Source: an optimization exercise on an open RTL-to-GDS flow (aim: small area, a short achievable clock period and few clock cycles). Production flows keep margins and buffers that such runs may drop. Only simulation tests tie the RTL to the original design; equivalence was not proved.

==> flow/design.v (outline; a module is shown in full before it is edited, if it fits) <==
// module sqrt: 115 lines
// module mul32x25: 1490 lines
module sqrt
  #( parameter I_WIDTH = 16,
               F_WIDTH = 16)
  (input [I_WIDTH+F_WIDTH-1:0] N_in,
   output [I_WIDTH+F_WIDTH-1:0] out,
   input clk, rst, in_valid,
   output reg out_valid, ready
  );
  // ...
==> flow/flow/run.sh <==
#!/bin/bash
# The standard layout, with one change to synthesis: Yosys's synth runs without its quick
# abc pass (SYNTH_ARGS = -noabc). The full adders that extract_fa then finds in the multiplier's
# carry-save tree keep the polarity the RTL gives them, which saves the inverters that otherwise
# sit between them. Everything else (the final abc, registers, floorplan, power grid, placement,
# clock tree, routing) is the standard flow's.
set -euo pipefail
work="$(cd "$(dirname "$0")/.." && pwd)"
cd "$work"
echo 'export SYNTH_ARGS = -noabc' >> config.mk
bash standard.sh > "$work/standard.log" 2>&1
==> flow/standard.sh <==
#!/bin/bash
# synth_recipe.tcl (not shown) runs the flow's synth.tcl, then flattens the netlist and writes it again
# the make line also repeats each setting of config.mk as NAME=value (left out here)
make -C /OpenROAD-flow-scripts/flow DESIGN_CONFIG=/design/flow/config.mk WORK_HOME=/design/flow/orfs CLKGATE_MAP_FILE= SYNTH_SCRIPT=/design/flow/synth_recipe.tcl "${@:-finish}"
==> flow/config.mk <==
export PLATFORM = sky130hd
export DESIGN_NAME = sqrt
export DESIGN_NICKNAME = sqrt
export VERILOG_FILES = /design/flow/design.v
export SDC_FILE = /design/flow/constraint.sdc
export NUM_CORES = 4
export LEC_CHECK = 0
export CAP_MARGIN = 50
export CORE_MARGIN = 2
export CORE_UTILIZATION = 40
export CTS_CLUSTER_DIAMETER = 60
export CTS_CLUSTER_SIZE = 20
export PLACE_DENSITY = 0.6
export SLEW_MARGIN = 60
export SYNTH_ARGS = -noabc
==> flow/constraint.sdc <==
create_clock -name core_clock -period 30.0 [get_ports {clk}]
set_input_delay 6.0000 -clock core_clock [delete_from_list [all_inputs] [get_ports {clk}]]
set_output_delay 6.0000 -clock core_clock [all_outputs]
set_load 0.01 [all_outputs]
==> Implementation_results.wiki, run 1 <==
{| class="wikitable"
! Metric !! Value
|-
| Sum Neg Setup Slack || 0 ns
|-
| Routing usage on met2 || about 47%
|-
| Final instance area || between 30000 and 40000 sq um
|-
| Number of enable-type register cells in the synthesized netlist || 76
|-
| Result of the run || finished clean
|-
| Flip-flop cell with the highest count after synthesis || dfxtp_1
|-
| Largest cells by area after synthesis || fa_1, xor2_1, a22o_1, edfxtp_1, ha_1
|-
| Most common cell on crit path || fa_1
|-
| Count of state elements after synthesis || between 150 and 200
|-
| CTS tree || built
|-
| Comb_multi_in || around 2500
|-
| Type of the setup path with the least slack || reg -> reg
|-
| Non-clock inverters || 138
|-
| Average wire per cell in the routed design || between 20 and 30 microns
|-
| Largest registers || N x32, ma x32, X x25
|-
| Cell depth of the worst min-delay path || 1
|-
| Share of the yosys chip area belonging to registers || 13.3%
|-
| Post-CTS sizing || 0
|-
| Capture point of the critical path || ma[31]
|-
| Number of levels the H-tree was split into || 4
|-
| Worst hold-check path type || reg -> reg
|-
| Maximum clock skew at final layout || approximately 0.016 ns
|-
| TritonCTS buffer count || 17
|-
| Adder-cell share of the synthesized area || 30.2%
|-
| HPWL reported at the end of detailed placement || about 84 mm
|-
| Origin of the worst setup path || ma[8]
|-
| Number of pins exceeding their max-slew limit in the final report || 0
|-
| Launching element type of the critical path || flop
|-
| Full die area || between 70000 and 80000 sq um
|-
| Vias in the first global route || 27800
|-
| Cell count along the critical path || 26
|-
| Synthesized-area fraction occupied by ao, oa, aoi and oai cells || 29.2%
|-
| Standard cell area after detailed placement || slightly above 30000 sq um
|-
| Mapped Area || 28700 sq um
|-
| Cts-stage hold buffer count || 0
|-
| Number of non-clock buffers in the layout || between 150 and 200
|}
Testbench counts, summed over its fixed seeds: cycles 35,140.
==> module sqrt, before the edit <==
module sqrt
  #( parameter I_WIDTH = 16,
               F_WIDTH = 16)
  (input [I_WIDTH+F_WIDTH-1:0] N_in,
   output [I_WIDTH+F_WIDTH-1:0] out,
   input clk, rst, in_valid,
   output reg out_valid, ready
  );
  reg st_i, st_m, st_t, st_s, st_f;
  reg [31:0] N;
  reg        nsmall;            
  reg [24:0] X;
  reg [17:0] R_old;
  reg [31:0] ma;
  reg [12:0] mb_one, mb_two;    
  reg [11:0] mb_neg;
  reg [3:0] j;
  always @ (*) begin
    if      (N > 32'h4000_0000) j = 4'd15;
    else if (N > 32'h1000_0000) j = 4'd14;
    else if (N > 32'h0400_0000) j = 4'd13;
    else if (N > 32'h0100_0000) j = 4'd12;
    else if (N > 32'h0040_0000) j = 4'd11;
    else if (N > 32'h0010_0000) j = 4'd10;
    else if (N > 32'h0004_0000) j = 4'd9;
    else if (N > 32'h0001_0000) j = 4'd8;
    else if (N > 32'h0000_4000) j = 4'd7;
    else if (N > 32'h0000_1000) j = 4'd6;
    else if (N > 32'h0000_0400) j = 4'd5;
    else if (N > 32'h0000_0100) j = 4'd4;
    else if (N > 32'h0000_0040) j = 4'd3;
    else if (N > 32'h0000_0010) j = 4'd2;
    else if (N > 32'h0000_0004) j = 4'd1;
    else                        j = 4'd0;
  end
  wire [45:0] n_sh  = {N, 14'd0} >> {j, 1'b0};
  wire [17:0] R0    = 18'h3_0000 - n_sh[17:0];
  wire [23:0] x1_sh = {R0, 6'd0} >> j;
  wire [24:0] x0    = 25'h080_0000 >> j;
  wire [17:0] R      = ma[17:0];
  wire        cont   = (R <= R_old);
  wire        same   = (ma == {7'd0, X});
  assign out = ma;
  wire [47:0] prod;
  mul32x25 mul (.a(ma), .one(mb_one), .two(mb_two), .neg(mb_neg), .m(st_m), .p(prod));
  function [37:0] booth;
    input [24:0] v;
    input        n;
    reg [26:0] w;
    integer k;
    begin
      w = {1'b0, v, 1'b0};
      for (k = 0; k < 13; k = k + 1) begin
        booth[k]      = w[2*k+1] ^ w[2*k];
        booth[13 + k] = (w[2*k+2] & ~w[2*k+1] & ~w[2*k]) | (~w[2*k+2] & w[2*k+1] & w[2*k]);
        if (k < 12)
          booth[26 + k] = n ? (~w[2*k+2] & (w[2*k+1] | w[2*k])) : (w[2*k+2] & ~(w[2*k+1] & w[2*k]));
      end
    end
  endfunction
  wire fin = ~(st_i | st_m | st_t | st_s);    
  wire acc = fin & in_valid;
  wire a_prod  = (st_t & cont) | (st_s & ~same & nsmall) | st_f;
  wire a_nprod = st_m;
  wire nzero   = (N == 32'd0);
  wire a_n     = (st_t & ~cont) | (st_s & (same | ~nsmall)) | (st_i & nzero);
  wire b_prod  = (st_t & cont) | (st_s & ~same & ~nsmall);
  wire b_h     = st_m;
  wire b_x     = (st_t & ~cont) | (st_s & same);
  wire b_n     = st_s & ~same & nsmall;
  wire [31:0] ma_early = ({32{a_n}} & N) | ({32{st_i & ~nzero}} & {8'd0, x1_sh});
  wire [31:0] ma_next  = ({32{a_prod}} & prod[47:16]) | ({32{a_nprod}} & {14'd0, prod[33:16]}) | ma_early;
  wire [24:0] mb_early = ({25{b_h}} & {1'b0, X[24:1]}) | ({25{b_x}} & X) | ({25{b_n}} & N[24:0])
                       | ({25{st_i}} & {1'b0, x1_sh});
  wire        b_neg    = st_s & ~same;      
  wire [37:0] bd_early = booth(mb_early, b_neg);
  wire [37:0] bd_prod  = booth(prod[40:16], b_neg);
  wire [37:0] bd_next  = ({38{b_prod}} & bd_prod) | bd_early;
  always @ (posedge clk) begin
    ma     <= ma_next;
    mb_one <= bd_next[12:0];
    mb_two <= bd_next[25:13];
    mb_neg <= bd_next[37:26];
    if (st_t && cont) R_old <= R;
    if (st_s) X <= ma[24:0];
    if (st_i) begin
      X     <= x0;
      R_old <= R0;
    end
    if (fin) begin
      N      <= N_in;
      nsmall <= (N_in[31:23] == 9'd0);
    end
  end
  reg ni, nm, nt, ns, nf;
  always @ (*) begin
    ni = 1'b0; nm = 1'b0; nt = 1'b0; ns = 1'b0; nf = 1'b0;
    if (st_i) begin if (nzero) nf = 1'b1; else ns = 1'b1; end
    if (st_m) nt = 1'b1;
    if (st_t) begin if (cont) ns = 1'b1; else nf = 1'b1; end
    if (st_s) begin if (same) nf = 1'b1; else nm = 1'b1; end
    if (acc) ni = 1'b1;
  end
  always @ (posedge clk) begin
    if (rst) begin
      st_i <= 1'b0; st_m <= 1'b0; st_t <= 1'b0; st_s <= 1'b0; st_f <= 1'b0;
      ready     <= 1'b1;
      out_valid <= 1'b0;
    end else begin
      st_i <= ni; st_m <= nm; st_t <= nt; st_s <= ns; st_f <= nf;
      ready <= ~(ni | nm | nt | ns);
      out_valid <= st_f;
    end
  end
endmodule
==> run 2: changes to the inputs <==
--- a/flow/design.v
+++ b/flow/design.v
@@ -34,20 +34,21 @@
     else                        j = 4'd0;
   end
   wire [45:0] n_sh  = {N, 14'd0} >> {j, 1'b0};
   wire [17:0] R0    = 18'h3_0000 - n_sh[17:0];
   wire [23:0] x1_sh = {R0, 6'd0} >> j;
   wire [24:0] x0    = 25'h080_0000 >> j;
   wire [17:0] R      = ma[17:0];
   wire        cont   = (R <= R_old);
-  wire        same   = (ma == {7'd0, X});
   assign out = ma;
   wire [47:0] prod;
-  mul32x25 mul (.a(ma), .one(mb_one), .two(mb_two), .neg(mb_neg), .m(st_m), .p(prod));
+  wire        same;
+  mul32x25 mul (.a(ma), .one(mb_one), .two(mb_two), .neg(mb_neg), .m(st_m), .k({7'd0, X}),
+                .p(prod), .eq(same));
   function [37:0] booth;
     input [24:0] v;
     input        n;
     reg [26:0] w;
     integer k;
     begin
       w = {1'b0, v, 1'b0};
       for (k = 0; k < 13; k = k + 1) begin
@@ -55,29 +56,32 @@
         booth[13 + k] = (w[2*k+2] & ~w[2*k+1] & ~w[2*k]) | (~w[2*k+2] & w[2*k+1] & w[2*k]);
         if (k < 12)
           booth[26 + k] = n ? (~w[2*k+2] & (w[2*k+1] | w[2*k])) : (w[2*k+2] & ~(w[2*k+1] & w[2*k]));
       end
     end
   endfunction
   wire fin = ~(st_i | st_m | st_t | st_s);    
   wire acc = fin & in_valid;
-  wire a_prod  = (st_t & cont) | (st_s & ~same & nsmall) | st_f;
+  wire a_prod  = (st_s & nsmall) | st_f;
+  wire a_t     = st_t & cont;           
   wire a_nprod = st_m;
   wire nzero   = (N == 32'd0);
-  wire a_n     = (st_t & ~cont) | (st_s & (same | ~nsmall)) | (st_i & nzero);
-  wire b_prod  = (st_t & cont) | (st_s & ~same & ~nsmall);
+  wire a_n     = (st_t & ~cont) | (st_s & ~nsmall) | (st_i & nzero);
+  wire b_prod  = (st_t & cont) | (st_s & ~nsmall);
   wire b_h     = st_m;
-  wire b_x     = (st_t & ~cont) | (st_s & same);
-  wire b_n     = st_s & ~same & nsmall;
+  wire b_x     = st_t & ~cont;
+  wire b_n     = st_s & nsmall;
   wire [31:0] ma_early = ({32{a_n}} & N) | ({32{st_i & ~nzero}} & {8'd0, x1_sh});
-  wire [31:0] ma_next  = ({32{a_prod}} & prod[47:16]) | ({32{a_nprod}} & {14'd0, prod[33:16]}) | ma_early;
+  wire [31:0] ma_t     = same ? N : prod[47:16];
+  wire [31:0] ma_next  = ({32{a_t}} & ma_t) | ({32{a_prod}} & prod[47:16])
+                       | ({32{a_nprod}} & {14'd0, prod[33:16]}) | ma_early;
   wire [24:0] mb_early = ({25{b_h}} & {1'b0, X[24:1]}) | ({25{b_x}} & X) | ({25{b_n}} & N[24:0])
                        | ({25{st_i}} & {1'b0, x1_sh});
-  wire        b_neg    = st_s & ~same;      
+  wire        b_neg    = st_s;              
   wire [37:0] bd_early = booth(mb_early, b_neg);
   wire [37:0] bd_prod  = booth(prod[40:16], b_neg);
   wire [37:0] bd_next  = ({38{b_prod}} & bd_prod) | bd_early;
   always @ (posedge clk) begin
     ma     <= ma_next;
     mb_one <= bd_next[12:0];
     mb_two <= bd_next[25:13];
     mb_neg <= bd_next[37:26];
@@ -92,33 +96,33 @@
       nsmall <= (N_in[31:23] == 9'd0);
     end
   end
   reg ni, nm, nt, ns, nf;
   always @ (*) begin
     ni = 1'b0; nm = 1'b0; nt = 1'b0; ns = 1'b0; nf = 1'b0;
     if (st_i) begin if (nzero) nf = 1'b1; else ns = 1'b1; end
     if (st_m) nt = 1'b1;
-    if (st_t) begin if (cont) ns = 1'b1; else nf = 1'b1; end
-    if (st_s) begin if (same) nf = 1'b1; else nm = 1'b1; end
+    if (st_t) begin if (cont && !same) ns = 1'b1; else nf = 1'b1; end
+    if (st_s) nm = 1'b1;
     if (acc) ni = 1'b1;
   end
   always @ (posedge clk) begin
     if (rst) begin
       st_i <= 1'b0; st_m <= 1'b0; st_t <= 1'b0; st_s <= 1'b0; st_f <= 1'b0;
       ready     <= 1'b1;
       out_valid <= 1'b0;
     end else begin
       st_i <= ni; st_m <= nm; st_t <= nt; st_s <= ns; st_f <= nf;
       ready <= ~(ni | nm | nt | ns);
       out_valid <= st_f;
     end
   end
 endmodule
-module mul32x25(input [31:0] a, input [12:0] one, input [12:0] two, input [11:0] neg, input m, output [47:0] p);
+module mul32x25(input [31:0] a, input [12:0] one, input [12:0] two, input [11:0] neg, input m, input [31:0] k, output [47:0] p, output eq);
   wire one0 = one[0];
   wire two0 = two[0];
   wire neg0 = neg[0];
   wire [32:0] xa0 = {1'b0, a} ^ {33{neg0}};
   wire p1 = (one0 & xa0[0]) | (two0 & neg0);
   wire p2 = (one0 & xa0[1]) | (two0 & xa0[0]);
   wire p3 = (one0 & xa0[2]) | (two0 & xa0[1]);
   wire p4 = (one0 & xa0[3]) | (two0 & xa0[2]);
@@ -1597,9 +1601,12 @@
   wire cg126 = cg94 | (cp94 & cg112);
   wire cp126 = cp94 & cp112;
   wire cg127 = cg95 | (cp95 & cg112);
   wire cp127 = cp95 & cp112;
   wire cg128 = cg96 | (cp96 & cg112);
   wire cp128 = cp96 & cp112;
   wire [47:0] cy = {cg128, cg127, cg126, cg125, cg124, cg123, cg122, cg121, cg120, cg119, cg118, cg117, cg116, cg115, cg114, cg113, cg112, cg111, cg110, cg109, cg108, cg107, cg106, cg105, cg104, cg103, cg102, cg101, cg100, cg99, cg98, cg97, cg80, cg79, cg78, cg77, cg76, cg75, cg74, cg73, cg52, cg51, cg50, cg49, cg26, cg25, cg1, kg0[0]};
   assign p = kp0 ^ {cy[46:0], 1'b0};
+  wire [31:0] ez = kp0[47:16] ^ k;
+  wire [30:0] et = kg0[46:16] | (kp0[46:16] & ~k[30:0]);
+  assign eq = (ez[0] == cy[15]) & (ez[31:1] == et);
 endmodule
==> Implementation_results.wiki, run 2 <==
{| class="wikitable"
! Metric !! Value
|-
| Result of the run || finished clean (unchanged)
|-
| Total routed wirelength || 119 mm (was 115 mm)
|-
| Vias in the first global route || 27600 (was 27800)
|-
| CTS tree || built (unchanged)
|-
| TritonCTS buffer count || 17 (unchanged)
|-
| Wire length of the first global-routing pass || 179 mm (was 175 mm)
|-
| Fraction of final layout cells sized beyond drive strength 1 || 9.28% (was 10.1%)
|-
| Antenna Nets Post-Route || 0 (unchanged)
|-
| Top cells by count, synth || fa_1, xor2_1, clkbuf_1 (was fa_1, xor2_1, a22o_1)
|-
| Row count || 100 (was 98)
|-
| Number of pins exceeding their max-slew limit in the final report || 0 (unchanged)
|-
| Yosys top cell by area || fa_1 (unchanged)
|-
| Synthesized net count || 3789 (was 3620)
|-
| DR vias/cell || 6.84 (was 6.94)
|-
| Number of hold violations in the final report || 0 (unchanged)
|-
| Average wire per cell in the routed design || 29.1 microns (was 29.3 microns)
|-
| Simple-gate area share of the yosys netlist || 9.51% (was 9.49%)
|-
| Yosys warnings || 1 (unchanged)
|-
| Crit. End Element || flop (unchanged)
|-
| Final setup violation count || 0 (unchanged)
|-
| Cts-stage hold buffer count || 0 (unchanged)
|-
| Type of the setup path with the least slack || reg -> reg (unchanged)
|-
| Fin worst setup slack || 21.06 ns (was 21.51 ns)
|-
| Worst hold-check path type || reg -> reg (unchanged)
|-
| Top-Level Pins || 69 (unchanged)
|-
| Standard cell area after detailed placement || 31700 sq um (was 30400 sq um)
|-
| Share of the yosys chip area belonging to registers || 12.8% (was 13.3%)
|-
| Total of buffers placed on input and output ports || 68 (unchanged)
|-
| Source-to-sink clock delay at the later pin of the worst-skew pair || 0.46 ns (about the same)
|-
| RR Startpoint || ma[5] (was ma[8])
|-
| Initial detailed-routing violation count || 3656 (was 3759)
|-
| Routability-driven placement congestion ratio || 0.978 (was 0.966)
|-
| Adder-cell share of the synthesized area || 30.9% (was 30.2%)
|-
| Full die area || 77000 sq um (was 73800 sq um)
|-
| Worst-case clock buffer depth || 2 (unchanged)
|-
| Launching element type of the critical path || flop (unchanged)
|-
| Fmax achieved || 0.112 GHz (was 0.118 GHz)
|-
| Chip width || 278 microns (was 272 microns)
|-
| Overflow left after global routing || 0 (unchanged)
|-
| Biggest fanout along the worst timing path || 21 (was 20)
|-
| Arrival time reported for the critical path endpoint || 9.28 ns (was 8.83 ns)
|-
| Relative slew slack || 57.2% (was 57.5%)
|-
| Unique masters post-synth || 111 (was 110)
|-
| Fraction of synthesis flops using an asynchronous set or reset pin || 0% (unchanged)
|-
| Highest-count cells in the layout ignoring fill and taps || fa_1, xor2_1, a22o_1 (unchanged)
|-
| Worst Tran Pin Value || 0.636 ns (was 0.634 ns)
|-
| Die Height || 278 microns (was 272 microns)
|-
| Maximum number of pins on one net before global-route repair || 68 (was 65)
|-
| DR pass1 iterations || 9 (was 12)
|-
| Antenna violations before repair || 1 (was 2)
|-
| Main combinational cell family by area after synthesis || adder cells (unchanged)
|-
| Post-Syn Instances || 3235 (was 3097)
|-
| Worst slack, placed || 21.03 ns (was 21.45 ns)
|-
| Flip-flop cell with the highest count after synthesis || dfxtp_1 (unchanged)
|-
| Clk pin slew, worst setup/hold paths || 0.08 ns (was 0.07 ns)
|-
| Synthesized-area fraction occupied by ao, oa, aoi and oai cells || 29.1% (was 29.2%)
|-
| Area grow syn2layout || 8.70% (was 8.68%)
|-
| Largest cells by area after synthesis || fa_1, xor2_1, a22o_1, edfxtp_1, ha_1 (unchanged)
|-
| Commonest non-fill, non-tap cell in the layout || fa_1 (unchanged)
|-
| Global-route usage over all layers || 30.4% (was 30.8%)
|-
| Root Buffer Master || clkbuf_16 (unchanged)
|-
| Sum Neg Setup Slack || 0 ns (unchanged)
|-
| Initial Util || 40.3% (was 40.2%)
|-
| RSZ-0062 raised after global routing || no (unchanged)
|-
| Number of levels the H-tree was split into || 4 (unchanged)
|-
| Maximum clock skew at final layout || 0.0193 ns (was 0.0158 ns)
|-
| Post-CTS repair timing setup buffer count || 0 (unchanged)
|-
| Post-synth top area share || 24.5% (was 23.8%)
|-
| Final instance area || 32500 sq um (was 31200 sq um)
|-
| Number of enable-type register cells in the synthesized netlist || 76 (unchanged)
|-
| Number of sinks driven by the clock tree || 153 (unchanged)
|-
| Mapped Area || 29900 sq um (was 28700 sq um)
|-
| Via total after detailed routing || 28000 (was 27300)
|-
| Period utilisation layout || 29.8% (was 28.3%)
|-
| Largest registers || N x32, ma x32, X x25 (unchanged)
|-
| Origin of the worst setup path || ma[5] (was ma[8])
|-
| Count of state elements after synthesis || 153 (unchanged)
|-
| Number of antenna diodes || 0 (was 1)
|-
| DRC viols || 0 (unchanged)
|-
| Post-synthesis area per instance || 9.25 sq um (was 9.26 sq um)
|-
| HPWL reported at the end of detailed placement || 88.2 mm (was 84.0 mm)
|-
| Xor/xnor share of the synthesized area || 9.60% (was 10.1%)
|-
| Data required time at the worst endpoint || 30.35 ns (about the same)
|-
| Mux share of post-synthesis cell area || 1.45% (was 1.31%)
|-
| Most frequent cell after synthesis || fa_1 (unchanged)
|-
| Std-Cell Core Area || 74300 sq um (was 71200 sq um)
|-
| Final min period || 8.94 ns (was 8.49 ns)
|-
| Max Cap Violations || 0 (unchanged)
|-
| Post-CTS sizing || 0 (unchanged)
|-
| Total Nets Final || 3666 (was 3493)
|-
| Launch point of the worst hold path || st_f (unchanged)
|}
## run 2: cell types whose count changed in the layout (fill, tap and decap cells not counted), moves of 8 or more
cell,before,now
inv_1,108,161
a21oi_2,9,1
a21oi_1,169,178
nor3_1,77,68
mux2i_1,24,32
or4_1,7,17
o21ai_0,87,63
nand2_1,108,129
o22ai_1,14,22
nor2b_1,14,6
o221ai_1,9,23
a22oi_1,153,141
fa_1,341,366
## run 2: worst paths after layout
path / depth (start not counted) / slack, ns / to
min reg2reg: 1 / 0.56 / out_valid
min: 1 / 0.56 / out_valid
max: 27 / 21.06 / ma[30]
max reg2reg: 27 / 21.06 / ma[30]
## run 2: area by class of cell
class | count | area [sq um]
fill | 7335 | 41800
clock inverter | 12 | 154
clock buffer | 20 | 458
multi-input combinational | 2560 | 24400
inverter | 188 | 706
tap | 969 | 1210
timing repair buffer | 192 | 1730
sequential | 153 | 3850
## run 2: kinds of logic (layout without fill, tap and decap cells)
logic type,count (synthesis),in the layout
compound gates,1124,1124
buf+inv,522,412
simple gates,548,548
fa+ha+maj,519,519
flops,153,153
mux,41,41
xor+xnor,328,328
## run 2: layer usage
layer	track usage [%]	share of wire (%)	up-vias
met5	0	0.010	-
met4	11.9	4.4	2
met3	6.48	11	353
met2	47.1	45	1888
met1	41.4	40	13900
li1	-	-	11800
## run 2: per-stage QoR
stage | std cells | util [%] | hold WS (ns)
floorplan | 3235 | - | 0.431
global placement | 4036 | 42.2 | 0.551
detailed placement | 4051 | 42.7 | 0.546
CTS | 4083 | 43.5 | 0.550
global route | 4094 | 43.8 | 0.566
finish | 4094 | 43.8 | 0.558
## run 2: worst max-delay path, stage by stage, from the launching register on
cell	delay, ns
dfxtp_1	0.33
buf_4	0.36
clkinv_1	0.51
a22oi_1	0.33
a21oi_1	0.14
fa_1	0.54
fa_1	0.46
fa_1	0.49
fa_1	0.49
ha_1	0.32
a21o_1	0.16
a21o_1	0.16
a21oi_1	0.16
o21ai_0	0.13
a21oi_1	0.46
o21ai_0	0.31
a2111oi_0	0.59
buf_4	0.24
o211a_1	0.23
o311ai_2	0.20
o41ai_4	0.29
buf_2	0.25
o21ai_1	0.15
o41a_1	0.39
a211oi_1	0.44
nor2b_1	0.10
or3_1	0.32
a32o_1	0.24
Testbench counts of run 2, summed over its fixed seeds: cycles 34,118.
==> run 3: changes to the inputs <==
==> flow/run.sh (new file) <==
#!/bin/bash
# synth_recipe.tcl (not shown) runs the flow's synth.tcl, then flattens the netlist and writes it again
# the make line also repeats each setting of config.mk as NAME=value (left out here)
make -C /OpenROAD-flow-scripts/flow DESIGN_CONFIG=/design/flow/config.mk WORK_HOME=/design/flow/orfs CLKGATE_MAP_FILE= SYNTH_SCRIPT=/design/flow/synth_recipe.tcl finish
--- a/flow/config.mk
+++ b/flow/config.mk
@@ -13,3 +13,2 @@
 export PLACE_DENSITY = 0.6
 export SLEW_MARGIN = 60
-export SYNTH_ARGS = -noabc
removed: flow/flow/run.sh
removed: flow/standard.sh
==> Implementation_results.wiki, run 3 <==
{| class="wikitable"
! Metric !! Value
|-
| Post-CTS repair timing setup buffer count || 0 (unchanged)
|-
| Root Buffer Master || clkbuf_16 (unchanged)
|-
| Full die area || 79500 sq um (was 77000 sq um)
|-
| Type of the setup path with the least slack || reg -> out (was reg -> reg)
|-
| Flip-flop cell with the highest count after synthesis || dfxtp_1 (unchanged)
|-
| Fin worst setup slack || 21.75 ns (was 21.06 ns)
|-
| Share of the yosys chip area belonging to registers || 12.4% (was 12.8%)
|-
| Fraction of final layout cells sized beyond drive strength 1 || 8.80% (was 9.28%)
|-
| Synthesized net count || 4098 (was 3789)
|-
| Result of the run || finished clean (unchanged)
|-
| Number of sinks driven by the clock tree || 153 (unchanged)
|-
| Die Height || 282 microns (was 278 microns)
|-
| Sum Neg Setup Slack || 0 ns (unchanged)
|-
| Number of hold violations in the final report || 0 (unchanged)
|-
| TritonCTS buffer count || 17 (unchanged)
|-
| Total area of sequential cells || 3860 sq um (was 3850 sq um)
|-
| Relative slew slack || 56.9% (was 57.2%)
|-
| Row count || 101 (was 100)
|-
| Worst R2R End || mb_neg[11] (was ma[30])
|-
| Highest-count cells in the layout ignoring fill and taps || inv_1, fa_1, xor2_1 (was fa_1, xor2_1, a22o_1)
|-
| Number of enable-type register cells in the synthesized netlist || 76 (unchanged)
|-
| Top cells by count, synth || inv_1, fa_1, clkbuf_1 (was fa_1, xor2_1, clkbuf_1)
|-
| Post-synth top area share || 23.7% (was 24.5%)
|-
| Most frequent cell after synthesis || inv_1 (was fa_1)
|-
| Total routed wirelength || 125 mm (was 119 mm)
|-
| RSZ-0062 raised after global routing || no (unchanged)
|-
| Final min period || 8.25 ns (was 8.94 ns)
|-
| Antenna violations before repair || 1 (unchanged)
|-
| Total area of multi-input combinational cells || 24000 sq um (was 24400 sq um)
|-
| HPWL reported at the end of detailed placement || 88.7 mm (was 88.2 mm)
|-
| Worst reg2reg setup slack || 21.81 ns (was 21.06 ns)
|-
| Launching element type of the critical path || flop (unchanged)
|-
| Post-synthesis area per instance || 8.72 sq um (was 9.25 sq um)
|-
| Biggest fanout along the worst timing path || 23 (was 21)
|-
| Arrival time reported for the critical path endpoint || 2.25 ns (was 9.28 ns)
|-
| Overflow left after global routing || 0 (unchanged)
|-
| Cts-stage hold buffer count || 0 (unchanged)
|-
| Total of fill cells in the finished design || 7592 (was 7335)
|-
| Worst Tran Pin Value || 0.645 ns (was 0.636 ns)
|-
| Period utilisation layout || 27.5% (was 29.8%)
|-
| Wire length of the first global-routing pass || 186 mm (was 179 mm)
|-
| Number of pins exceeding their max-slew limit in the final report || 0 (unchanged)
|-
| CTS tree || built (unchanged)
|-
| Commonest non-fill, non-tap cell in the layout || inv_1 (was fa_1)
|-
| Global-route usage over all layers || 31.2% (was 30.4%)
|-
| Chip width || 282 microns (was 278 microns)
|-
| Largest registers || N x32, ma x32, X x25 (unchanged)
|-
| Largest cells by area after synthesis || fa_1, edfxtp_1, xor2_1, ha_1, inv_1 (was fa_1, xor2_1, a22o_1, edfxtp_1, ha_1)
|-
| Count of state elements after synthesis || 153 (unchanged)
|-
| Number of cells in the finished layout apart from fillers || 4427 (was 4094)
|-
| Worst hold-check path type || reg -> reg (unchanged)
|-
| Initial detailed-routing violation count || 4323 (was 3656)
|-
| Maximum clock skew at final layout || 0.0241 ns (was 0.0193 ns)
|-
| Capture point of the critical path || out[13] (was ma[30])
|-
| DR pass1 iterations || 8 (was 9)
|-
| Clk pin slew, worst setup/hold paths || 0.07 ns (was 0.08 ns)
|-
| DRC viols || 0 (unchanged)
|-
| DR vias/cell || 6.55 (was 6.84)
|-
| Average wire per cell in the routed design || 28.1 microns (was 29.1 microns)
|-
| Number of levels the H-tree was split into || 4 (unchanged)
|-
| RR Startpoint || ma[13] (was ma[5])
|-
| Source-to-sink clock delay at the later pin of the worst-skew pair || 0.46 ns (about the same)
|-
| Total Nets Final || 3937 (was 3666)
|-
| Routability-driven placement congestion ratio || 0.985 (was 0.978)
|-
| Top-Level Pins || 69 (unchanged)
|-
| Post-Syn Instances || 3544 (was 3235)
|-
| Yosys warnings || 1 (unchanged)
|-
| Post-CTS sizing || 0 (unchanged)
|-
| Fin util || 43.5% (was 43.8%)
|-
| Crit. End Element || primary output (was flop)
|-
| Worst slack, placed || 22.01 ns (was 21.03 ns)
|-
| Max Cap Violations || 0 (unchanged)
|-
| Unique masters post-synth || 106 (was 111)
|-
| Mapped Area || 30900 sq um (was 29900 sq um)
|-
| Worst-case clock buffer depth || 2 (unchanged)
|-
| Fmax achieved || 0.121 GHz (was 0.112 GHz)
|-
| Depth of the worst register-to-register path || 32 (was 27)
|-
| Vias in the first global route || 28300 (was 27600)
|-
| Data required time at the worst endpoint || 24.00 ns (was 30.35 ns)
|-
| Std-Cell Core Area || 76200 sq um (was 74300 sq um)
|-
| Via total after detailed routing || 29000 (was 28000)
|-
| Total of buffers placed on input and output ports || 68 (unchanged)
|-
| Origin of the worst setup path || ma[13] (was ma[5])
|-
| Antenna Nets Post-Route || 0 (unchanged)
|-
| Cell count after placement || 4389 (was 4051)
|-
| Final setup violation count || 0 (unchanged)
|-
| Fraction of synthesis flops using an asynchronous set or reset pin || 0% (unchanged)
|-
| Yosys top cell by area || fa_1 (unchanged)
|-
| Initial Util || 40.6% (was 40.3%)
|-
| Maximum number of pins on one net before global-route repair || 68 (unchanged)
|-
| Area grow syn2layout || 7.21% (was 8.70%)
|}
==> run 3: cell types whose count changed after synthesis, moves of 29 or more <==
cell / previous run / this run
nand2_1: 129 / 203
xor2_1: 288 / 259
inv_1: 162 / 467
o221ai_1: 24 / 92
a21oi_1: 179 / 143
a221oi_1: 122 / 76
a22o_1: 270 / 156
a221o_1: 19 / 87
o21ai_0: 68 / 108
==> run 3: metrics by stage <==
stage	hold WS, ns	instance area, sq um
after detailed placement	0.545	32400
final	0.575	33100
after global placement	0.545	32200
after global routing	0.554	33100
after floorplan	0.431	30900
after CTS	0.550	33100
==> run 3: worst min-delay path by stage <==
stage | depth (start not counted) | slack (ns) | end | start
5_1_grt | 1 | 0.55 | out_valid | st_f
6_report | 1 | 0.58 | out_valid | st_f
3_3_place_gp | 1 | 0.54 | out_valid | st_f
2_1_floorplan | 1 | 0.43 | out_valid | st_f
3_5_place_dp | 1 | 0.54 | out_valid | st_f
4_1_cts | 1 | 0.55 | out_valid | st_f
==> run 3: kinds of logic after synthesis <==
logic type | count (synthesis) | synth area share (%)
muxes | 29 | 1.01
adders and majority gates | 519 | 29.9
buffers and inverters | 841 | 10.4
DFF | 153 | 12.4
AOI/OAI and AO/OA | 1098 | 27.6
and+or+nand+nor | 597 | 9.95
xor gates and xnor gates | 307 | 8.74
==> run 3: cell type report <==
type                            count  share of cell area, %
Clock inverter                     14                  0.521
Timing Repair Buffer              174                   4.68
Inverter                          487                   5.57
Multi-Input combinational cell   2550                   72.4
Sequential cell                   153                   11.6
Antenna cell                        1                0.00755
Tap cell                         1030                   3.89
Clock buffer                       18                   1.32
==> run 3: worst max-delay path, stage by stage (launching register included) <==
cell             delay, ns
dfxtp_1               0.68
buf_4                 0.49
clkdlybuf4s50_1       0.62
==> run 3: metal layers <==
metal / wire length (microns) / global-route usage (%) / up-vias
met5: 14 / 0 / -
met4: 6700 / 14.5 / 2
met3: 14300 / 7.48 / 389
met2: 54400 / 47.5 / 1933
met1: 49100 / 41.9 / 14400
li1: - / - / 12300
==> run 4: changes to the inputs <==
--- a/flow/config.mk
+++ b/flow/config.mk
@@ -8,7 +8,7 @@
 export CAP_MARGIN = 50
 export CORE_MARGIN = 2
-export CORE_UTILIZATION = 40
+export CORE_UTILIZATION = 50
 export CTS_CLUSTER_DIAMETER = 60
 export CTS_CLUSTER_SIZE = 20
-export PLACE_DENSITY = 0.6
+export PLACE_DENSITY = 0.72
 export SLEW_MARGIN = 60
==> Implementation_results.wiki, run 4 <==
{| class="wikitable"
! Metric !! Value
|-
| RSZ-0062 raised after global routing || no (unchanged)
|-
| Synthesized net count || 4098 (unchanged)
|-
| Vias in the first global route || 28100 (was 28300)
|-
| Buffers and inverters on the worst path || 2 (unchanged)
|-
| Period utilisation layout || 27.5% (about the same)
|-
| Cell count after placement || 4144 (was 4389)
|-
| Overflow left after global routing || 0 (unchanged)
|-
| Total routed wirelength || 114 mm (was 125 mm)
|-
| Worst-case clock buffer depth || 2 (unchanged)
|-
| Fraction of final layout cells sized beyond drive strength 1 || 8.67% (was 8.80%)
|-
| Worst hold-check path type || reg -> reg (unchanged)
|-
| Die Height || 253 microns (was 282 microns)
|-
| Source-to-sink clock delay at the later pin of the worst-skew pair || 0.45 ns (was 0.46 ns)
|-
| Data required time at the worst endpoint || 24.00 ns (about the same)
|-
| TritonCTS buffer count || 17 (unchanged)
|-
| Commonest non-fill, non-tap cell in the layout || inv_1 (unchanged)
|-
| CP max-delay cell || dfxtp_1 (unchanged)
|-
| Result of the run || finished clean (unchanged)
|-
| Row count || 91 (was 101)
|-
| Post-synthesis area per instance || 8.72 sq um (unchanged)
|-
| Final setup violation count || 0 (unchanged)
|-
| Ordered cell list for the critical path || buf_4, clkdlybuf4s50_1 (unchanged)
|-
| Global-route usage over all layers || 35.6% (was 31.2%)
|-
| Capture point of the critical path || out[13] (unchanged)
|-
| Top cells by count, synth || inv_1, fa_1, clkbuf_1 (unchanged)
|-
| Number of levels the H-tree was split into || 4 (unchanged)
|-
| Top-Level Pins || 69 (unchanged)
|-
| Chip width || 253 microns (was 282 microns)
|-
| Most frequent cell after synthesis || inv_1 (unchanged)
|-
| Delay of the slowest cell on the worst path || 0.74 ns (was 0.68 ns)
|-
| HPWL reported at the end of detailed placement || 82.9 mm (was 88.7 mm)
|-
| Cell count along the critical path || 2 (unchanged)
|-
| Count of state elements after synthesis || 153 (unchanged)
|-
| DR vias/cell || 6.94 (was 6.55)
|-
| Via total after detailed routing || 29000 (about the same)
|-
| Total of buffers placed on input and output ports || 68 (unchanged)
|-
| Initial Util || 50.4% (was 40.6%)
|-
| Worst Tran Pin Value || 0.646 ns (was 0.645 ns)
|-
| Largest registers || N x32, ma x32, X x25 (unchanged)
|-
| Total Nets Final || 3931 (was 3937)
|-
| Yosys warnings || 1 (unchanged)
|-
| Crit. End Element || primary output (unchanged)
|-
| Biggest fanout along the worst timing path || 20 (was 23)
|-
| Worst slack, placed || 22.11 ns (was 22.01 ns)
|-
| Cts-stage hold buffer count || 0 (unchanged)
|-
| Average wire per cell in the routed design || 27.2 microns (was 28.1 microns)
|-
| Relative slew slack || 56.9% (about the same)
|-
| Number of pins exceeding their max-slew limit in the final report || 0 (unchanged)
|-
| Clk pin slew, worst setup/hold paths || 0.08 ns (was 0.07 ns)
|-
| Sum Neg Setup Slack || 0 ns (unchanged)
|-
| DR pass1 iterations || 10 (was 8)
|-
| Type of the setup path with the least slack || reg -> out (unchanged)
|-
| Worst reg2reg setup slack || 21.82 ns (was 21.81 ns)
|-
| Post-Syn Instances || 3544 (unchanged)
|-
| Routability-driven placement congestion ratio || 1.03 (was 0.985)
|-
| RR Startpoint || mb_neg[5] (was ma[13])
|-
| Fraction of synthesis flops using an asynchronous set or reset pin || 0% (unchanged)
|-
| DRC viols || 0 (unchanged)
|-
| Final min period || 8.25 ns (about the same)
|-
| Post-synth top area share || 23.7% (unchanged)
|-
| Number of hold violations in the final report || 0 (unchanged)
|-
| Antenna Nets Post-Route || 0 (unchanged)
|-
| Antenna violations before repair || 0 (was 1)
|-
| Number of antenna diodes || 0 (was 1)
|-
| Initial detailed-routing violation count || 4331 (was 4323)
|-
| Yosys top cell by area || fa_1 (unchanged)
|-
| Depth of the worst register-to-register path || 31 (was 32)
|-
| Post-CTS repair timing setup buffer count || 0 (unchanged)
|-
| Maximum clock skew at final layout || 0.0128 ns (was 0.0241 ns)
|-
| Wire length of the first global-routing pass || 172 mm (was 186 mm)
|-
| Max Cap Violations || 0 (unchanged)
|-
| Cell depth of the worst min-delay path || 1 (unchanged)
|-
| Fmax achieved || 0.121 GHz (about the same)
|-
| Flip-flop cell with the highest count after synthesis || dfxtp_1 (unchanged)
|-
| Fin worst setup slack || 21.75 ns (about the same)
|-
| Launching element type of the critical path || flop (unchanged)
|-
| Largest cells by area after synthesis || fa_1, edfxtp_1, xor2_1, ha_1, inv_1 (unchanged)
|-
| Number of cells in the finished layout apart from fillers || 4180 (was 4427)
|-
| Number of sinks driven by the clock tree || 153 (unchanged)
|-
| Maximum number of pins on one net before global-route repair || 69 (was 68)
|-
| CTS tree || built (unchanged)
|-
| Post-CTS sizing || 0 (unchanged)
|-
| Area grow syn2layout || 5.88% (was 7.21%)
|-
| Cell family contributing the most delay on the critical path || buffers and inverters (unchanged)
|-
| Mapped Area || 30900 sq um (unchanged)
|-
| Unique masters post-synth || 106 (unchanged)
|-
| Root Buffer Master || clkbuf_16 (unchanged)
|-
| Arrival time reported for the critical path endpoint || 2.25 ns (about the same)
|-
| Share of the yosys chip area belonging to registers || 12.4% (unchanged)
|-
| Highest-count cells in the layout ignoring fill and taps || inv_1, fa_1, xor2_1 (unchanged)
|-
| Number of enable-type register cells in the synthesized netlist || 76 (unchanged)
|-
| Std-Cell Core Area || 61400 sq um (was 76200 sq um)
|-
| Origin of the worst setup path || ma[13] (unchanged)
|-
| Full die area || 63800 sq um (was 79500 sq um)
|-
| Worst R2R End || mb_neg[11] (unchanged)
|}
[run 4: cell count changes in the layout (fill, tap and decap cells not counted), sizes merged]
| cell | before | now |
|---|---|---|
| diode | 1 | 0 |
| bufinv | 2 | 0 |
| buf | 105 | 98 |
| clkinv | 13 | 11 |
| inv | 484 | 488 |
| clkdlybuf4s15 | 1 | 0 |
| clkbuf | 18 | 21 |
| clkinvlp | 2 | 1 |
[run 4: worst min-delay path by stage]
| stage | from | to | slack, ns |
|---|---|---|---|
| 2_1_floorplan | st_f | out_valid | 0.43 |
| 3_3_place_gp | st_f | out_valid | 0.53 |
| 3_5_place_dp | st_f | out_valid | 0.53 |
| 4_1_cts | st_f | out_valid | 0.55 |
| 5_1_grt | st_f | out_valid | 0.54 |
| 6_report | st_f | out_valid | 0.56 |
[run 4: final cells by class]
type                    instances  area, sq um
fillers                      5586        28600
clock buffers                  19          464
well taps                     790          988
inverters                     487         1830
flip-flops and latches        153         3840
multi-input cells            2550        24000
repair buffers                168         1470
clock inverters                13          104
[run 4: cell families (layout without fill, tap and decap cells)]
family                     Yosys count  count (layout)  share of synthesized area, %
AOI/OAI and AO/OA                 1098            1098                          27.6
buffers and inverters              841             687                          10.4
and+or+nand+nor                    597             597                          9.95
adders and majority gates          519             519                          29.9
xor gates and xnor gates           307             307                          8.74
DFF                                153             153                          12.4
muxes                               29              29                          1.01
[run 4: layer usage]
layer  wire length, microns  share of wire [%]  global-route usage (%)
met2                  49300                 43                    53.5
met1                  42100                 37                    45.9
met3                  16000                 14                    11.5
met4                   6230                5.5                    17.5
met5                     55              0.048                   0.849
[run 4: metrics by stage]
step           util, %  area, sq um  hold slack [ns]
5_1_grt           53.3        32700            0.540
6_report          53.3        32700            0.560
3_3_place_gp      52.0        31900            0.529
2_1_floorplan        -        30900            0.431
4_1_cts           53.2        32600            0.546
3_5_place_dp      52.3        32100            0.531
==> run 5: changes to the inputs <==
--- a/flow/config.mk
+++ b/flow/config.mk
@@ -8,7 +8,7 @@
 export CAP_MARGIN = 50
 export CORE_MARGIN = 2
-export CORE_UTILIZATION = 50
+export CORE_UTILIZATION = 55
 export CTS_CLUSTER_DIAMETER = 60
 export CTS_CLUSTER_SIZE = 20
-export PLACE_DENSITY = 0.72
+export PLACE_DENSITY = 0.8
 export SLEW_MARGIN = 60
==> Implementation_results.wiki, run 5 <==
{| class="wikitable"
! Metric !! Value
|-
| Result of the run || finished clean (unchanged)
|-
| Row count || 86 (was 91)
|-
| Synthesized net count || 4098 (unchanged)
|-
| Flip-flop cell with the highest count after synthesis || dfxtp_1 (unchanged)
|-
| Maximum number of pins on one net before global-route repair || 69 (unchanged)
|-
| Number of pins exceeding their max-slew limit in the final report || 0 (unchanged)
|-
| Delay of the slowest cell on the worst path || 0.62 ns (was 0.74 ns)
|-
| Routability-driven placement congestion ratio || 1.06 (was 1.03)
|-
| Die Height || 241 microns (was 253 microns)
|-
| Final hold slack || 0.551 ns (was 0.560 ns)
|-
| Worst slack, placed || 22.06 ns (was 22.11 ns)
|-
| Relative slew slack || 57.4% (was 56.9%)
|-
| Initial detailed-routing violation count || 5089 (was 4331)
|-
| TritonCTS buffer count || 17 (unchanged)
|-
| Largest cells by area after synthesis || fa_1, edfxtp_1, xor2_1, ha_1, inv_1 (unchanged)
|-
| Final instance area || 32700 sq um (about the same)
|-
| Type of the setup path with the least slack || reg -> reg (was reg -> out)
|-
| Std-Cell Core Area || 55300 sq um (was 61400 sq um)
|-
| Data required time at the worst endpoint || 30.21 ns (was 24.00 ns)
|-
| Final min period || 8.34 ns (was 8.25 ns)
|-
| Worst Tran Pin Value || 0.636 ns (was 0.646 ns)
|-
| Root Buffer Master || clkbuf_16 (unchanged)
|-
| Largest registers || N x32, ma x32, X x25 (unchanged)
|-
| Via total after detailed routing || 29400 (was 29000)
|-
| Post-CTS sizing || 0 (unchanged)
|-
| Global-route usage over all layers || 39.2% (was 35.6%)
|-
| Top cells by count, synth || inv_1, fa_1, clkbuf_1 (unchanged)
|-
| Unique masters post-synth || 106 (unchanged)
|-
| Initial Util || 55.9% (was 50.4%)
|-
| Total Nets Final || 3932 (was 3931)
|-
| Fraction of synthesis flops using an asynchronous set or reset pin || 0% (unchanged)
|-
| Total of buffers placed on input and output ports || 68 (unchanged)
|-
| Average wire per cell in the routed design || 27.6 microns (was 27.2 microns)
|-
| Source-to-sink clock delay at the later pin of the worst-skew pair || 0.45 ns (about the same)
|-
| Count of state elements after synthesis || 153 (unchanged)
|-
| Post-Syn Instances || 3544 (unchanged)
|-
| Most frequent cell after synthesis || inv_1 (unchanged)
|-
| Post-CTS repair timing setup buffer count || 0 (unchanged)
|-
| Cell count after placement || 4105 (was 4144)
|-
| Period utilisation layout || 27.8% (was 27.5%)
|-
| Crit. End Element || flop (was primary output)
|-
| CP max-delay cell || clkinv_1 (was dfxtp_1)
|-
| DR vias/cell || 7.10 (was 6.94)
|-
| DR pass1 iterations || 8 (was 10)
|-
| Clk pin slew, worst setup/hold paths || 0.08 ns (about the same)
|-
| Max Cap Violations || 0 (unchanged)
|-
| Number of cells in the finished layout apart from fillers || 4140 (was 4180)
|-
| CTS tree || built (unchanged)
|-
| Standard cell area after detailed placement || 32000 sq um (was 32100 sq um)
|-
| Buffers and inverters on the worst path || 6 (was 2)
|-
| Area grow syn2layout || 5.78% (was 5.88%)
|-
| HPWL reported at the end of detailed placement || 83.5 mm (was 82.9 mm)
|-
| Yosys top cell by area || fa_1 (unchanged)
|-
| Worst hold-check path type || reg -> reg (unchanged)
|-
| Yosys warnings || 1 (unchanged)
|-
| Antenna Nets Post-Route || 0 (unchanged)
|-
| Share of the yosys chip area belonging to registers || 12.4% (unchanged)
|-
| Biggest fanout along the worst timing path || 23 (was 20)
|-
| Wire length of the first global-routing pass || 172 mm (about the same)
|-
| Cts-stage hold buffer count || 0 (unchanged)
|-
| Total routed wirelength || 114 mm (about the same)
|-
| Fmax achieved || 0.120 GHz (was 0.121 GHz)
|-
| Cell family contributing the most delay on the critical path || adder cells (was buffers and inverters)
|-
| Vias in the first global route || 28400 (was 28100)
|-
| RSZ-0062 raised after global routing || no (unchanged)
|-
| Antenna violations before repair || 0 (unchanged)
|-
| Full die area || 58100 sq um (was 63800 sq um)
|-
| Total of fill cells in the finished design || 4928 (was 5586)
|-
| Fin worst setup slack || 21.66 ns (was 21.75 ns)
|-
| Number of enable-type register cells in the synthesized netlist || 76 (unchanged)
|-
| Chip width || 241 microns (was 253 microns)
|-
| Number of levels the H-tree was split into || 4 (unchanged)
|-
| Overflow left after global routing || 0 (unchanged)
|-
| Commonest non-fill, non-tap cell in the layout || inv_1 (unchanged)
|-
| Post-synthesis area per instance || 8.72 sq um (unchanged)
|-
| Fraction of final layout cells sized beyond drive strength 1 || 8.58% (was 8.67%)
|-
| Post-synth top area share || 23.7% (unchanged)
|-
| Most common cell on crit path || fa_1
|-
| Launching element type of the critical path || flop (unchanged)
|-
| Number of hold violations in the final report || 0 (unchanged)
|-
| Worst-case clock buffer depth || 2 (unchanged)
|-
| Final setup violation count || 0 (unchanged)
|-
| Sum Neg Setup Slack || 0 ns (unchanged)
|-
| Highest-count cells in the layout ignoring fill and taps || inv_1, fa_1, xor2_1 (unchanged)
|-
| Mapped Area || 30900 sq um (unchanged)
|-
| Number of sinks driven by the clock tree || 153 (unchanged)
|-
| Maximum clock skew at final layout || 0.0220 ns (was 0.0128 ns)
|-
| DRC viols || 0 (unchanged)
|-
| Arrival time reported for the critical path endpoint || 8.56 ns (was 2.25 ns)
|-
| Top-Level Pins || 69 (unchanged)
|-
| Ordered cell list for the critical path || buf_4, clkinv_1, a22oi_1, a21oi_1, fa_1, inv_1, fa_1, fa_1, inv_1, fa_1, inv_1, fa_1, inv_1, fa_1, xor2_1, nand4_1, nor4_1, nand4_1, nor3_1, nor2_1, or3_1, nor2_2, o221ai_1 (was buf_4, clkdlybuf4s50_1)
|}
[run 5: per-stage QoR]
step	util, %
6_report	59.1
5_1_grt	59.1
4_1_cts	59.0
3_5_place_dp	57.9
3_3_place_gp	57.6
2_1_floorplan	-
[run 5: worst paths after layout]
path / from / endpoint / slack, ns / cells after the start
max: ma[21] / ma[14] / 21.66 / 23
min: st_f / out_valid / 0.55 / 1
max reg2reg: ma[21] / ma[14] / 21.66 / 23
min reg2reg: st_f / out_valid / 0.55 / 1
[run 5: area by class of cell]
type	instances	area, sq um	share of cell area (%)
multi-input combinational	2550	24000	73.5
sequential	153	3840	11.8
inverter	487	1840	5.61
timing repair buffer	169	1490	4.56
tap	748	936	2.86
clock buffer	18	439	1.34
clock inverter	14	134	0.409
antenna	1	2.50	0.00765
[run 5: cell families after synthesis]
family | count (synthesis) | synth area share (%)
AOI/OAI and AO/OA | 1098 | 27.6
buffers and inverters | 841 | 10.4
and+or+nand+nor | 597 | 9.95
adders and majority gates | 519 | 29.9
xor gates and xnor gates | 307 | 8.74
DFF | 153 | 12.4
muxes | 29 | 1.01
[run 5: metal layers]
metal  global-route usage (%)  share of wire (%)  vias to the layer above
met5                        0                  0                        -
met2                     57.4                 42                     2378
met4                     24.1                7.8                        0
met3                     13.6                 15                      587
met1                     49.7                 35                    14100
li1                         -                  -                    12300
==> run 6: changes to the inputs <==
--- a/flow/config.mk
+++ b/flow/config.mk
@@ -8,7 +8,7 @@
 export CAP_MARGIN = 50
 export CORE_MARGIN = 2
-export CORE_UTILIZATION = 55
-export CTS_CLUSTER_DIAMETER = 60
-export CTS_CLUSTER_SIZE = 20
-export PLACE_DENSITY = 0.8
+export CORE_UTILIZATION = 50
+export CTS_CLUSTER_DIAMETER = 100
+export CTS_CLUSTER_SIZE = 30
+export PLACE_DENSITY = 0.72
 export SLEW_MARGIN = 60
==> Implementation_results.wiki, run 6 <==
{| class="wikitable"
! Metric !! Value
|-
| Fraction of synthesis flops using an asynchronous set or reset pin || 0% (unchanged)
|-
| Post-synthesis area per instance || 8.72 sq um (unchanged)
|-
| Type of the setup path with the least slack || reg -> out (was reg -> reg)
|-
| Main combinational cell family by area after synthesis || adder cells (unchanged)
|-
| Worst hold-check path type || reg -> reg (unchanged)
|-
| Cts-stage hold buffer count || 0 (unchanged)
|-
| Number of antenna diodes || 0 (was 1)
|-
| Initial detailed-routing violation count || 4331 (was 5089)
|-
| Relative slew slack || 56.9% (was 57.4%)
|-
| Adder-cell share of the synthesized area || 29.9% (unchanged)
|-
| Die Height || 253 microns (was 241 microns)
|-
| CP max-delay cell || dfxtp_1 (was clkinv_1)
|-
| Top cells by count, synth || inv_1, fa_1, clkbuf_1 (unchanged)
|-
| Global-route usage over all layers || 35.6% (was 39.2%)
|-
| Cell family contributing the most delay on the critical path || buffers and inverters (was adder cells)
|-
| CTS tree || built (unchanged)
|-
| Std-Cell Core Area || 61400 sq um (was 55300 sq um)
|-
| Commonest non-fill, non-tap cell in the layout || inv_1 (unchanged)
|-
| Highest-count cells in the layout ignoring fill and taps || inv_1, fa_1, xor2_1 (unchanged)
|-
| Yosys warnings || 1 (unchanged)
|-
| Source-to-sink clock delay at the later pin of the worst-skew pair || 0.45 ns (about the same)
|-
| Buffers and inverters on the worst path || 2 (was 6)
|-
| Launching element type of the critical path || flop (unchanged)
|-
| Count of state elements after synthesis || 153 (unchanged)
|-
| Flip-flop cell with the highest count after synthesis || dfxtp_1 (unchanged)
|-
| DR vias/cell || 6.94 (was 7.10)
|-
| Xor/xnor share of the synthesized area || 8.74% (unchanged)
|-
| Cell count after placement || 4144 (was 4105)
|-
| Maximum clock skew at final layout || 0.0128 ns (was 0.0220 ns)
|-
| Result of the run || finished clean (unchanged)
|-
| Overflow left after global routing || 0 (unchanged)
|-
| Total of fill cells in the finished design || 5586 (was 4928)
|-
| Number of cells in the finished layout apart from fillers || 4180 (was 4140)
|-
| Initial Util || 50.4% (was 55.9%)
|-
| Period utilisation layout || 27.5% (was 27.8%)
|-
| Maximum number of pins on one net before global-route repair || 69 (unchanged)
|-
| Final instance area || 32700 sq um (about the same)
|-
| HPWL reported at the end of detailed placement || 82.9 mm (was 83.5 mm)
|-
| Top-Level Pins || 69 (unchanged)
|-
| Synthesized-area fraction occupied by ao, oa, aoi and oai cells || 27.6% (unchanged)
|-
| Clk pin slew, worst setup/hold paths || 0.08 ns (about the same)
|-
| Synthesized net count || 4098 (unchanged)
|-
| Total routed wirelength || 114 mm (about the same)
|-
| Worst slack, placed || 22.11 ns (was 22.06 ns)
|-
| Share of the yosys chip area belonging to registers || 12.4% (unchanged)
|-
| Routability-driven placement congestion ratio || 1.03 (was 1.06)
|-
| Largest registers || N x32, ma x32, X x25 (unchanged)
|-
| Worst Tran Pin Value || 0.646 ns (was 0.636 ns)
|-
| Vias in the first global route || 28100 (was 28400)
|-
| Full die area || 63800 sq um (was 58100 sq um)
|-
| Number of sinks driven by the clock tree || 153 (unchanged)
|-
| Post-synth top area share || 23.7% (unchanged)
|-
| Largest cells by area after synthesis || fa_1, edfxtp_1, xor2_1, ha_1, inv_1 (unchanged)
|-
| DRC viols || 0 (unchanged)
|-
| RSZ-0062 raised after global routing || no (unchanged)
|-
| Simple-gate area share of the yosys netlist || 9.95% (unchanged)
|-
| Worst-case clock buffer depth || 2 (unchanged)
|-
| Mux share of post-synthesis cell area || 1.01% (unchanged)
|-
| Number of enable-type register cells in the synthesized netlist || 76 (unchanged)
|-
| Number of pins exceeding their max-slew limit in the final report || 0 (unchanged)
|-
| Sum Neg Setup Slack || 0 ns (unchanged)
|-
| Row count || 91 (was 86)
|-
| Unique masters post-synth || 106 (unchanged)
|-
| Fin worst setup slack || 21.75 ns (was 21.66 ns)
|-
| Post-CTS sizing || 0 (unchanged)
|-
| Post-CTS repair timing setup buffer count || 0 (unchanged)
|-
| Crit. End Element || primary output (was flop)
|-
| Data required time at the worst endpoint || 24.00 ns (was 30.21 ns)
|-
| Arrival time reported for the critical path endpoint || 2.25 ns (was 8.56 ns)
|-
| Final min period || 8.25 ns (was 8.34 ns)
|-
| Root Buffer Master || clkbuf_16 (unchanged)
|-
| Post-Syn Instances || 3544 (unchanged)
|-
| Final setup violation count || 0 (unchanged)
|-
| Wire length of the first global-routing pass || 172 mm (about the same)
|-
| Mapped Area || 30900 sq um (unchanged)
|-
| Chip width || 253 microns (was 241 microns)
|-
| Fin util || 53.3% (was 59.1%)
|-
| Standard cell area after detailed placement || 32100 sq um (was 32000 sq um)
|-
| Number of hold violations in the final report || 0 (unchanged)
|-
| Max Cap Violations || 0 (unchanged)
|-
| Yosys top cell by area || fa_1 (unchanged)
|-
| Antenna violations before repair || 0 (unchanged)
|-
| Total of buffers placed on input and output ports || 68 (unchanged)
|-
| Ordered cell list for the critical path || buf_4, clkdlybuf4s50_1 (was buf_4, clkinv_1, a22oi_1, a21oi_1, fa_1, inv_1, fa_1, fa_1, inv_1, fa_1, inv_1, fa_1, inv_1, fa_1, xor2_1, nand4_1, nor4_1, nand4_1, nor3_1, nor2_1, or3_1, nor2_2, o221ai_1)
|-
| Fmax achieved || 0.121 GHz (was 0.120 GHz)
|-
| DR pass1 iterations || 10 (was 8)
|-
| Total Nets Final || 3931 (was 3932)
|-
| Via total after detailed routing || 29000 (was 29400)
|-
| Delay of the slowest cell on the worst path || 0.74 ns (was 0.62 ns)
|-
| Final hold slack || 0.560 ns (was 0.551 ns)
|-
| Average wire per cell in the routed design || 27.2 microns (was 27.6 microns)
|-
| Area grow syn2layout || 5.88% (was 5.78%)
|-
| Number of levels the H-tree was split into || 4 (unchanged)
|-
| Biggest fanout along the worst timing path || 20 (was 23)
|-
| Antenna Nets Post-Route || 0 (unchanged)
|-
| TritonCTS buffer count || 17 (unchanged)
|-
| Most frequent cell after synthesis || inv_1 (unchanged)
|-
| Fraction of final layout cells sized beyond drive strength 1 || 8.67% (was 8.58%)
|}
-- run 6: cell counts after synthesis --
No cell type changed its count.
-- run 6: path summary, 6_finish.rpt --
check | start | endpoint | slack, ns | depth (start not counted)
max | ma[13] | out[13] | 21.75 | 2
min | st_f | out_valid | 0.56 | 1
max reg2reg | mb_neg[5] | mb_neg[11] | 21.82 | 31
min reg2reg | st_f | out_valid | 0.56 | 1
-- run 6: routing by layer --
metal | up-vias | global-route usage [%] | wire [microns] | part of all wire (%)
met5 | - | 0.849 | 55 | 0.048
met4 | 2 | 17.5 | 6230 | 5.5
met3 | 433 | 11.5 | 16000 | 14
met2 | 2182 | 53.5 | 49300 | 43
met1 | 14100 | 45.9 | 42100 | 37
li1 | 12300 | - | - | -
-- run 6: logic make-up (layout without fill, tap and decap cells) --
logic type / Yosys count / after routing
DFF: 153 / 153
buffers and inverters: 841 / 687
and+or+nand+nor: 597 / 597
muxes: 29 / 29
AOI/OAI and AO/OA: 1098 / 1098
xor gates and xnor gates: 307 / 307
adders and majority gates: 519 / 519
-- run 6: worst reg2reg max path: cells and delay by family (launching register included) --
kind                       cells  cell delay, ns
and+or+nand+nor                3            0.39
DFF                            1            0.70
buffers and inverters          5            0.87
xor gates and xnor gates       2            0.38
AOI/OAI and AO/OA             14            2.72
adders and majority gates      7            3.05
-- run 6: layout make-up --
type                            count  area (sq um)  share of cell area, %
Multi-Input combinational cell   2550         24000                   73.4
Inverter                          487          1830                   5.60
Timing Repair Buffer              168          1470                   4.50
Clock inverter                     13           104                  0.317
Tap cell                          790           988                   3.02
Sequential cell                   153          3840                   11.7
Clock buffer                       19           464                   1.42

## what the ideal ports hide
The results above use ideal ports. As a check the final layouts listed here were re-extracted and re-timed, cells and wires unchanged. Step 1 assumes that a clkbuf_16 drives the clock port and a buf_2 every other input. Step 2, shift: input delay + t, output delay - t, t = (earliest + latest rising clock arrival at the registers) / 2. This alone moves slack from input paths to output paths. a / b / c = ideal ports / drivers / drivers and shift; a / b = the first two.
run | shift t [ns] | slack for setup (ns) | latest minus earliest clock arrival (ns) | pins driven straight from the clock port
run 1 | 0.502 | 21.514 / 21.514 / 21.514 | 0.015 / 0.015 | 1
run 2 | 0.506 | 21.064 / 21.064 / 21.064 | 0.019 / 0.019 | 1
run 3 | 0.499 | 21.752 / 21.700 / 21.808 | 0.024 / 0.024 | 1
run 4 | 0.496 | 21.749 / 21.695 / 21.821 | 0.013 / 0.013 | 1
run 5 | 0.489 | 21.658 / 21.658 / 21.658 | 0.022 / 0.022 | 1
run 6 | 0.496 | 21.749 / 21.695 / 21.821 | 0.013 / 0.013 | 1
After both steps setup and hold are still met in every run listed.
